This is an optimization exercise on Yosys and OpenROAD, whose aim is small area and a short achievable clock period, not a production implementation.
The RTL was checked by simulation tests, not by an equivalence proof against the original design.
No activity file was given, so power comes from the tool's default toggle rates.

**flow/design.v**
```verilog
module resize_controller(
    clk,
    reset_n,
    enable,
    src_addr1,
    src_addr2,
    des_addr,
    stage_flag,
    fraction_part,
    done
);
  input wire clk;
  input wire reset_n;
  input wire enable;
  output reg  done, stage_flag;
  output reg  [23-1:0] src_addr1, src_addr2;
  output reg  [23-1:0] des_addr;
  output wire [15:0] fraction_part;
  reg [8:0] col, row;
  reg [1:0] ch;
  wire [7:0] g = col[7:0] * 8'd171;
  wire [7:0] gmask = (col >= 9'd307) ? 8'h80 :
                     (col >= 9'd154) ? 8'hC0 :
                     (col >= 9'd77)  ? 8'hE0 :
                     (col >= 9'd39)  ? 8'hF0 :
                     (col >= 9'd20)  ? 8'hF8 :
                     (col >= 9'd10)  ? 8'hFC :
                     (col >= 9'd5)   ? 8'hFE : 8'hFF;
  wire [7:0] gm = stage_flag ? {row[1:0], 6'b0} : (g & gmask);
  reg  [2:0] q;
  always @* begin
    casez (gm)
      8'b1???????: q = 3'd7;
      8'b01??????: q = 3'd6;
      8'b001?????: q = 3'd5;
      8'b0001????: q = 3'd4;
      8'b00001???: q = 3'd3;
      8'b000001??: q = 3'd2;
      8'b0000001?: q = 3'd1;
      default:     q = 3'd0;
    endcase
  end
  wire [7:0] gn = gm << (3'd7 - q);
  assign fraction_part = (gm == 8'd0) ? 16'd0 : {1'b0, 5'd7 + {2'b0, q}, gn[6:0], 3'b000};
  wire step = enable & ~done;
  wire col0  = (col == 9'd0);
  wire row0  = (row == 9'd0);
  wire ch0   = (ch == 2'd0);
  wire chl   = (ch == 2'd2);
  wire cwrap = stage_flag ? (col == 9'd384) : (col == 9'd383);
  wire rwrap = stage_flag ? (row == 9'd383) : (row == 9'd479);
  wire last  = cwrap & rwrap & chl;
  wire carry = (g < 8'd171);
  reg [22:0] k;
  always @* begin
    if (~stage_flag) begin
      if (col0)       k = (row0 & ch0) ? 23'd0 : -23'd638;
      else if (cwrap) k = last ? -23'd920959 : 23'd641;
      else            k = carry ? 23'd2 : 23'd1;
    end else begin
      if (col0)       k = row0 ? (ch0 ? -23'd637 : -23'd183551) :
                                 ((row[1:0] == 2'd0) ? 23'd769 : 23'd385);
      else if (cwrap) k = rwrap ? (chl ? -23'd369024 : 23'd183936) : -23'd384;
      else            k = 23'd1;
    end
  end
  wire [22:0] src1_n = src_addr1 + k;
  always @(posedge clk or negedge reset_n) begin
    if (~reset_n) begin
      row        <= 0;
      col        <= 0;
      ch         <= 0;
      src_addr1  <= 0;
      src_addr2  <= 0;
      des_addr   <= 0;
      done       <= 0;
      stage_flag <= 0;
    end else if (step) begin
      col <= cwrap ? 9'd0 : col + 9'd1;
      if (cwrap) begin
        row <= rwrap ? 9'd0 : row + 9'd1;
        if (rwrap) ch <= chl ? 2'd0 : ch + 2'd1;
      end
      if (last) begin
        if (stage_flag) done <= 1'b1;
        else            stage_flag <= 1'b1;
      end
      src_addr1 <= src1_n;
      src_addr2 <= src1_n + (stage_flag ? 23'd384 : 23'd1);
      des_addr  <= last ? 23'd0 : (stage_flag & cwrap) ? des_addr : des_addr + 23'd1;
    end
  end
endmodule
```
**flow/run.sh**
```bash
#!/bin/bash
# synth_recipe.tcl (not shown) runs the flow's synth.tcl, then flattens the netlist and writes it again
# the make line also repeats each setting of config.mk as NAME=value (left out here)
make -C /OpenROAD-flow-scripts/flow DESIGN_CONFIG=/design/flow/config.mk WORK_HOME=/design/flow/orfs CLKGATE_MAP_FILE= SYNTH_SCRIPT=/design/flow/synth_recipe.tcl finish
```
**flow/config.mk**
```make
export PLATFORM = sky130hd
export DESIGN_NAME = resize_controller
export DESIGN_NICKNAME = resize_controller
export VERILOG_FILES = /design/flow/design.v
export SDC_FILE = /design/flow/constraint.sdc
export NUM_CORES = 4
export LEC_CHECK = 0
export CAP_MARGIN = 20
export CORE_MARGIN = 2
export CORE_UTILIZATION = 40
export PLACE_DENSITY = 0.6
export SLEW_MARGIN = 20
```
**flow/constraint.sdc**
```tcl
create_clock -name core_clock -period 32.0 [get_ports {clk}]
set_input_delay 6.4000 -clock core_clock [delete_from_list [all_inputs] [get_ports {clk}]]
set_output_delay 6.4000 -clock core_clock [all_outputs]
set_load 0.01 [all_outputs]
```
==> results of run 1 <==
## kinds of logic (layout without fill, tap and decap cells)
kind of cell	Yosys count	count (layout)
adders and majority gates	73	73
xor gates and xnor gates	69	69
and+or+nand+nor	330	330
other	1	5
AOI/OAI and AO/OA	192	192
DFF	91	91
muxes	6	6
buffers and inverters	76	147
## final timing paths
path                              startpoint               end  slack [ns]  depth (start not counted)
worst max-delay path                  col[4]  fraction_part[9]       19.95                         15
worst min-delay path            src_addr2[6]      src_addr2[6]        0.48                          2
worst max register to register        col[4]     src_addr2[22]       24.45                         25
worst min register to register  src_addr2[6]      src_addr2[6]        0.48                          2
max in group asynchronous            reset_n      des_addr[22]       24.91                          2
min in group asynchronous            reset_n     src_addr2[16]        6.01                          1
## cell type report
class | count | area (um2) | share of cell area, %
multi-input combinational | 675 | 4620 | 54.1
sequential | 91 | 2280 | 26.7
timing repair buffer | 89 | 876 | 10.3
tap | 229 | 287 | 3.36
clock buffer | 9 | 225 | 2.64
inverter | 42 | 158 | 1.85
clock inverter | 7 | 98.8 | 1.16
## flip-flops by register name, summed over array words and instances (netlist names)
| signal | cells |
|---|---|
| des_addr | 23 |
| src_addr1 | 23 |
| src_addr2 | 23 |
| col | 9 |
| row | 9 |
| ch | 2 |
| done | 1 |
| stage_flag | 1 |
## cell usage in the layout, fill, tap and decap left out, types with 7 or more instances in the layout
cell and n:
nand2_1 139, dfrtp_1 91, clkdlybuf4s50_1 83, o21ai_0 76, ha_1 66, nor2_1 62, inv_1 42, xnor2_1 34
a21oi_1 32, xor2_1 32, nand3_1 29, nand4_1 15, nor3_1 11, and3_1 9, nand2b_1 9, clkbuf_16 9
o21a_1 8, o31ai_1 8, a21o_1 7, and2_1 7
## worst reg2reg max path, cell delays in order (launching register included)
cell	delay (ns)
dfrtp_1	0.62
inv_1	0.21
ha_1	0.32
ha_1	0.30
fa_1	0.54
fa_1	0.48
a21o_2	0.20
a21oi_1	0.14
xnor3_1	0.42
a21boi_0	0.18
o21ai_0	0.25
nand2_1	0.07
o21ai_0	0.26
inv_1	0.10
fa_1	0.51
and3b_1	0.35
a21oi_1	0.13
xnor2_1	0.16
ha_1	0.33
inv_1	0.07
o31ai_1	0.31
nor3b_1	0.45
nor3b_1	0.50
nand4_1	0.19
o21a_1	0.21
o31ai_1	0.18
## stage by stage
stage	std cells	total power [mW]
4_1_cts	1142	0.673
3_3_place_gp	1126	0.550
2_1_floorplan	842	0.428
6_report	1142	0.666
5_1_grt	1142	0.723
3_5_place_dp	1126	0.554
## power groups by stage
| stage | Clock [mW] | Sequential [mW] | Combinational [mW] |
|---|---|---|---|
| 2_1_floorplan | 0 | 0.186 | 0.243 |
| 3_3_place_gp | 0 | 0.186 | 0.364 |
| 3_5_place_dp | 0 | 0.187 | 0.367 |
| 4_1_cts | 0.120 | 0.185 | 0.368 |
| 5_1_grt | 0.125 | 0.190 | 0.408 |
| 6_report | 0.118 | 0.184 | 0.365 |
## per-layer routing
layer	routed length (um)	GRT usage, %
met5	0	0
met4	415	7.47
met3	595	2.67
met2	7970	28.7
met1	8440	25.8
==> impl_metrics.json, run 1 <==
{
  "setup_ws_ns": 19.95,
  "combPwrFrac_pct": 54.7,
  "slew_headroom_pct": 38.7,
  "wl_mm": 17.4,
  "drt_first_pass_iters": 4,
  "yosys.area_share.simple_pct": 22.7,
  "crit_arrival_ns": 5.65,
  "p_sw_share_pct": 42.3,
  "yosys_most_used_dff": "dfrtp_1",
  "grt_pass1_vias": 5752,
  "yosysMostFrequentCell": "nand2_1",
  "cts_setup_buffers": 0,
  "synth_cell_types": 86,
  "fin_hold_ws_ns": 0.480,
  "crit_slowest_cell": "dfrtp_1",
  "postLayoutCoreUtil_pct": 47.9,
  "globalRoute.totalOverflow": 0,
  "die_w_um": 138,
  "nets": 983,
  "crit_family": "adder cells",
  "crit_required_ns": 25.60,
  "leakage_nw": 3.67,
  "cp_cell_sequence": "inv_1, ha_1, ha_1, fa_1, fa_1, a21o_2, a21oi_1, xnor3_1, and2_4, a2111oi_4, and2_0, a22oi_1, mux2_2, o211ai_2, clkdlybuf4s50_1",
  "via_count": 6002,
  "yosysTopAreaCellShare_pct": 31.5,
  "final_area_um2": 8540,
  "yosys-top-cells-count": "139 x nand2_1, 91 x dfrtp_1, 76 x o21ai_0",
  "design.core.area_um2": 17800,
  "grt_max_degree": 82,
  "tns_ns": 0,
  "fmax_mhz": 83.0,
  "antenna_found_initial": 0,
  "dieArea_um2": 19100,
  "hp-class": "flip-flop to flip-flop",
  "floorplan.initialDensity_pct": 40.5,
  "synth_compound_area_share_pct": 18.1,
  "grt_pass1_wl_mm": 29.2,
  "cts.clk_slew.worst_paths_ns": 0.07,
  "synth_fa_ha_area_share_pct": 13.2,
  "fin_crit_sh_pct": 37.6,
  "remaining_drc_errors": 0,
  "cts_hold_buf": 0,
  "grt_setup_unrepaired": "false",
  "clkPwrFrac_pct": 17.7,
  "ys_warn_count": 1,
  "endpoint_kind": "output port",
  "synth-edff-count": 0,
  "io_buffers": 84,
  "status": "no timing/DRC/antenna violations",
  "cts.sinks": 91,
  "p_seq_share_pct": 27.6,
  "max-vdd-ir-drop_uv": 38.2,
  "rows": 49,
  "finalMaxSlewViolations": 0,
  "dp_hpwl_mm": 13.0,
  "grt.total_usage_pct": 18.4,
  "cts_tree": "built",
  "finalHoldViolCount": 0,
  "power_per_cell_area_nw_per_um2": 78.1,
  "synth_seq_cells": 91,
  "synth_top_cell_by_area": "dfrtp_1",
  "drtIter0Drc": 375,
  "cts_resized": 0,
  "finalCriticalPeriod_ns": 12.05,
  "p_int_mw": 0.384,
  "crit_path_max_incr_delay_ns": 0.62,
  "synth_top_family_by_area": "simple AND/OR/NAND/NOR gates",
  "fp.dieH_um": 138,
  "syn_area_um2": 7220,
  "final.fill_count": 1743,
  "synth_area_per_cell_um2": 8.61,
  "path_buf_inv": 2,
  "cts-root-buf": "clkbuf_16",
  "diodes": 0,
  "wl_per_cell_um": 15.3,
  "start_kind": "flip-flop",
  "syn-instance-count": 838,
  "synthArstFlopShare_pct": 100,
  "setup-violations-final": 0,
  "pre_cts_slack_ns": 20.33,
  "power.switching_mw": 0.282,
  "synthXorXnorAreaFrac_pct": 8.77,
  "h-tree-depth": 3,
  "worst_pin_slew_ns": 0.915,
  "max_cap_viol_count": 0,
  "finClkSkew_ns": 0.0108,
  "path_max_fanout": 12,
  "placed_area_um2": 8210,
  "seq_area_frac_synth_pct": 31.5,
  "cts-buffers-inserted": 9,
  "path_class": "flip-flop to output port",
  "pin_count": 90,
  "ys_top_cells_by_area": "dfrtp_1 32%, ha_1 11%, nand2_1 7.2%",
  "cts_buffer_depth": 2,
  "area_growth_pct": 18.3,
  "clkLatencyLatePin_ns": 0.36,
  "place_congestion": 0.905,
  "drive_gt1_share_pct": 6.46,
  "detail-route-antenna-nets": 0,
  "viasPerCell": 5.26,
  "muxShareOfSynthArea_pct": 0.884
}
==> run 2: changes to the inputs <==
==> flow/design.v (replaced) <==
module resize_controller(
    clk,
    reset_n,
    enable,
    src_addr1,
    src_addr2,
    des_addr,
    stage_flag,
    fraction_part,
    done
);
  input wire clk;
  input wire reset_n;
  input wire enable;
  output reg  done, stage_flag;
  output wire [23-1:0] src_addr1, src_addr2;
  output wire [23-1:0] des_addr;
  output wire [15:0] fraction_part;
  reg [19:0] des;       
  reg [1:0]  colh;      
  reg [19:0] s1, s2;    
  reg [7:0]  g;         
  reg [10:0] fr;        
  assign des_addr      = {3'b000, des};
  assign src_addr1     = {3'b000, s1};
  assign src_addr2     = {3'b000, s2};
  assign fraction_part = {2'b00, fr, 3'b000};
  wire [8:0] col  = {colh, des[6:0]};
  wire step = enable & ~done;
  wire lo127  = &des[6:0];
  wire col0   = (colh == 2'd0) & ~|des[6:0];
  wire c383   = (colh == 2'd2) & lo127;              
  wire c384   = (colh == 2'd3);                      
  wire dz     = ~|des;
  wire end0   = (des == 20'd552959);                 
  wire d147   = (des == 20'd147456);
  wire d294   = (des == 20'd294912);
  wire d442   = (des == 20'd442368);
  wire cwrap = stage_flag ? c384 : c383;
  wire last  = stage_flag ? (c384 & d442) : end0;
  wire [19:0] des_inc = des + 20'd1;
  wire [19:0] des_n = last ? 20'd0 : (stage_flag & c384) ? des : des_inc;
  wire [1:0]  colh_n = cwrap ? 2'd0 : colh + {1'b0, lo127};
  wire [7:0] g_add = g + (stage_flag ? 8'd64 : 8'd171);
  wire [7:0] g_n = stage_flag ? (c384 ? g_add : g) : (c383 ? 8'd0 : g_add);
  wire [7:0] gmask = stage_flag       ? 8'hFF :
                     (col >= 9'd306)  ? 8'h80 :
                     (col >= 9'd153)  ? 8'hC0 :
                     (col >= 9'd76)   ? 8'hE0 :
                     (col >= 9'd38)   ? 8'hF0 :
                     (col >= 9'd19)   ? 8'hF8 :
                     (col >= 9'd9)    ? 8'hFC :
                     (col >= 9'd4)    ? 8'hFE : 8'hFF;
  wire [7:0] gm = g_n & gmask;
  reg  [2:0] q;
  always @* begin
    casez (gm)
      8'b1???????: q = 3'd7;
      8'b01??????: q = 3'd6;
      8'b001?????: q = 3'd5;
      8'b0001????: q = 3'd4;
      8'b00001???: q = 3'd3;
      8'b000001??: q = 3'd2;
      8'b0000001?: q = 3'd1;
      default:     q = 3'd0;
    endcase
  end
  wire [7:0]  gn = gm << (3'd7 - q);
  wire [10:0] fr_n = (gm == 8'd0) ? 11'd0 : {4'd7 + {1'b0, q}, gn[6:0]};
  wire carry = (g < 8'd171);      
  reg  [1:0]  kl;                 
  reg  signed [3:0] kh;           
  reg         ld;                 
  reg  [12:0] hv;
  always @* begin
    kl = 2'd1; kh = 4'sd0; ld = 1'b0; hv = 13'd0;
    if (~stage_flag) begin
      if (col0) begin
        if (dz) kl = 2'd0;
        else begin kl = 2'd2; kh = -4'sd5; end
      end else if (c383) begin
        if (end0) begin ld = 1'b1; hv = 13'd4; end
        else kh = 4'sd5;
      end else kl = carry ? 2'd2 : 2'd1;
    end else begin
      if (col0) begin
        if (dz) begin kl = 2'd3; kh = -4'sd5; end
        else if (d147) begin ld = 1'b1; hv = 13'd1440; end
        else if (d294) begin ld = 1'b1; hv = 13'd2880; end
        else kh = (des[8:7] == 2'd0) ? 4'sd6 : 4'sd3;
      end else if (c384) begin
        kl = 2'd0;
        if (d147)      begin ld = 1'b1; hv = 13'd2874; end
        else if (d294) begin ld = 1'b1; hv = 13'd4314; end
        else if (d442) begin ld = 1'b1; hv = 13'd1434; end
        else kh = -4'sd3;
      end
    end
  end
  wire [7:0]  l_sum = {1'b0, s1[6:0]} + {6'd0, kl};
  wire [12:0] h_sum = s1[19:7] + {{9{kh[3]}}, kh} + {12'd0, l_sum[7]};
  wire [19:0] s1_n = {ld ? hv : h_sum, l_sum[6:0]};
  wire [19:0] s2_n = s1_n + (stage_flag ? 20'd384 : 20'd1);
  always @(posedge clk or negedge reset_n) begin
    if (~reset_n) begin
      des        <= 0;
      colh       <= 0;
      s1         <= 0;
      s2         <= 0;
      g          <= 0;
      fr         <= 0;
      done       <= 0;
      stage_flag <= 0;
    end else if (step) begin
      des  <= des_n;
      colh <= colh_n;
      s1   <= s1_n;
      s2   <= s2_n;
      g    <= g_n;
      fr   <= fr_n;
      if (last) begin
        if (stage_flag) done <= 1'b1;
        else            stage_flag <= 1'b1;
      end
    end
  end
endmodule
==> impl_metrics.json, run 2 <==
{
  "status": "no timing/DRC/antenna violations",
  "crit_arrival_ns": 8.93,
  "cts_tree": "built",
  "yosysMostFrequentCell": "nand2_1",
  "grt_setup_unrepaired": "false",
  "power_per_cell_area_nw_per_um2": 66.2,
  "combPwrFrac_pct": 42.7,
  "leakage_nw": 3.12,
  "area_growth_pct": 17.4,
  "fmax_mhz": 115,
  "die_w_um": 129,
  "crit_required_ns": 32.26,
  "placed_area_um2": 7060,
  "design.core.area_um2": 15300,
  "detail-route-antenna-nets": 0,
  "drtIter0Drc": 364,
  "drive_gt1_share_pct": 6.79,
  "cts_buffer_depth": 2,
  "wl_per_cell_um": 17.2,
  "synth_top_cell_by_area": "dfrtp_1",
  "grt.total_usage_pct": 21.8,
  "setup_ws_ns": 23.34,
  "syn-instance-count": 749,
  "nets": 826,
  "mostFrequentLayoutCells": "109 x nand2_1, 83 x dfrtp_1, 74 x clkdlybuf4s50_1",
  "finClkSkew_ns": 0.00883,
  "grt_pass1_wl_mm": 29.1,
  "ys_top_cells_by_area": "dfrtp_1 33%, nand2_1 6.5%, ha_1 5.6%",
  "synth_area_per_cell_um2": 8.39,
  "synth-edff-count": 0,
  "path_class": "input port to flip-flop",
  "cts_hold_buf": 0,
  "fin_cells": 1006,
  "yosys_most_used_dff": "dfrtp_1",
  "start_kind": "input port",
  "grt_pass1_vias": 5738,
  "place_congestion": 0.881,
  "cts-buffers-inserted": 9,
  "grt_max_degree": 83,
  "cp_cell_sequence": "clkdlybuf4s50_1, nor2b_2, buf_4, o21ai_2, or4_4, nor2_4, nand2_2, or4_1, a21oi_1",
  "via_count": 5750,
  "crit_start": "enable",
  "p_sw_share_pct": 37.7,
  "clkLatencyLatePin_ns": 0.35,
  "pin_count": 90,
  "worst_pin_slew_ns": 0.882,
  "viasPerCell": 5.72,
  "cts_resized": 0,
  "diodes": 0,
  "layout_commonest_cell": "nand2_1",
  "ys_warn_count": 1,
  "hold_path_depth": 2,
  "fin_crit_sh_pct": 27.1,
  "yosysTopAreaCellShare_pct": 33.0,
  "power.switching_mw": 0.184,
  "finalCriticalPeriod_ns": 8.66,
  "top_regs": "des (20), s1 (20), s2 (20)",
  "finalHoldViolCount": 0,
  "pre_cts_slack_ns": 23.05,
  "cts_setup_buffers": 0,
  "dp_hpwl_mm": 12.7,
  "synth_seq_cells": 83,
  "clkPwrFrac_pct": 23.2,
  "reg2reg_from": "des[1]",
  "final_area_um2": 7380,
  "endpoint_kind": "flip-flop",
  "dieArea_um2": 16700,
  "synth_cell_types": 84,
  "max_cap_viol_count": 0,
  "finalMaxSlewViolations": 0,
  "yosys-top-cells-count": "109 x nand2_1, 83 x dfrtp_1, 58 x o21ai_0",
  "ff2ff_path_depth": 22,
  "rows": 45,
  "tns_ns": 0,
  "wl_mm": 17.3,
  "crit_slowest_cell": "clkdlybuf4s50_1",
  "hp-start": "s2[12]",
  "slew_headroom_pct": 40.7,
  "floorplan.initialDensity_pct": 41.2,
  "p_int_mw": 0.304,
  "cts-root-buf": "clkbuf_16",
  "hp-class": "flip-flop to flip-flop",
  "antenna_found_initial": 0,
  "seq_area_frac_synth_pct": 33.0,
  "synthArstFlopShare_pct": 100,
  "p_seq_share_pct": 34.1,
  "globalRoute.totalOverflow": 0,
  "cts.sinks": 83,
  "h-tree-depth": 3,
  "crit_path_max_incr_delay_ns": 0.51,
  "cts.clk_slew.worst_paths_ns": 0.06,
  "remaining_drc_errors": 0,
  "setup-violations-final": 0,
  "fp.dieH_um": 129,
  "io_buffers": 75,
  "syn_area_um2": 6290,
  "path_max_fanout": 22,
  "final.fill_count": 1466,
  "drt_first_pass_iters": 5,
  "dpl.cell_count": 991,
  "max-vdd-ir-drop_uv": 33.3
}
[run 2: final timing paths]
check                      slack, ns       to
setup / recovery               23.34  des[19]
hold / removal                  0.48   s2[12]
setup reg to reg               25.33   s2[19]
hold reg to reg                 0.48   s2[12]
max in group asynchronous      24.95  des[12]
min in group asynchronous       5.96   fr[10]
[run 2: metal layers]
| layer | wire length (um) | up-vias | global-route usage [%] |
|---|---|---|---|
| met4 | 384 | 0 | 8.06 |
| met2 | 8420 | 155 | 36.4 |
| met1 | 7770 | 2801 | 28.4 |
| met5 | 0 | - | 0 |
| met3 | 769 | 32 | 3.72 |
| li1 | - | 2762 | - |
[run 2: final cells by class]
type,count,area (um2),area share [%]
Tap cell,211,264,3.58
Sequential cell,83,2080,28.1
Clock buffer,9,225,3.05
Timing Repair Buffer,80,786,10.6
Inverter,18,67.6,0.915
Clock inverter,6,88.8,1.20
Multi-Input combinational cell,599,3870,52.5
[run 2: worst max-delay path: cells and delay by family]
kind	cells	cell delay (ns)
and+or+nand+nor	5	1.32
buffers and inverters	2	0.80
AOI/OAI and AO/OA	2	0.39
[run 2: power groups by stage]
stage | Combinational (mW) | Clock (mW) | Sequential, mW
3_5_place_dp | 0.209 | 0 | 0.168
2_1_floorplan | 0.126 | 0 | 0.166
4_1_cts | 0.210 | 0.116 | 0.167
5_1_grt | 0.231 | 0.120 | 0.172
3_3_place_gp | 0.207 | 0 | 0.167
6_report | 0.209 | 0.114 | 0.167
[run 2: cells by family (layout without fill, tap and decap cells)]
kind of cell / Yosys count / count (layout) / share of synthesized area [%]
xor+xnor: 53 / 53 / 7.38
compound gates: 203 / 203 / 21.1
fa+ha+maj: 32 / 32 / 6.85
flops: 83 / 83 / 33.0
buf+inv: 80 / 113 / 6.37
simple gates: 292 / 292 / 24.4
mux: 5 / 5 / 0.856
other cells: 1 / 14 / 0.0596
[run 2: metrics by stage]
| step | power, mW | hold slack, ns | utilization, % |
|---|---|---|---|
| 3_5_place_dp | 0.377 | 0.470 | 46.3 |
| 5_1_grt | 0.523 | 0.508 | 48.4 |
| 6_report | 0.489 | 0.476 | 48.4 |
| 3_3_place_gp | 0.374 | 0.462 | 46.3 |
| 4_1_cts | 0.494 | 0.485 | 48.3 |
| 2_1_floorplan | 0.291 | 0.487 | - |

[separate check: timing with driven ports]
The flow's constraints put no driver on any port. The routed layouts listed below were extracted and timed again, unchanged, in two steps. Step 1 (the two cells are an assumption about what drives the block):
set clk [get_ports {clk}]
set_driving_cell -lib_cell sky130_fd_sc_hd__clkbuf_16 $clk
set_driving_cell -lib_cell sky130_fd_sc_hd__buf_2 [delete_from_list [all_inputs] $clk]
Step 2 moves the port delays by t, midway between the first and last clock arrival at a register: inputs arrive t later, outputs are due t later. That takes back most of the time a late clock gives input paths. Slacks: ideal / step 1 / step 2; pairs: ideal / step 1.
| run | t (ns) | setup WS [ns] | latest minus earliest clock arrival (ns) |
|---|---|---|---|
| run 1 | 0.393 | 19.953 / 19.913 / 20.305 | 0.011 / 0.011 |
| run 2 | 0.388 | 23.339 / 23.354 / 22.966 | 0.009 / 0.009 |
After both steps setup and hold are still met in every run listed. For run 2, which loses most, drivers alone change the setup slack by +0.015 ns; drivers and shift together by -0.373 ns.
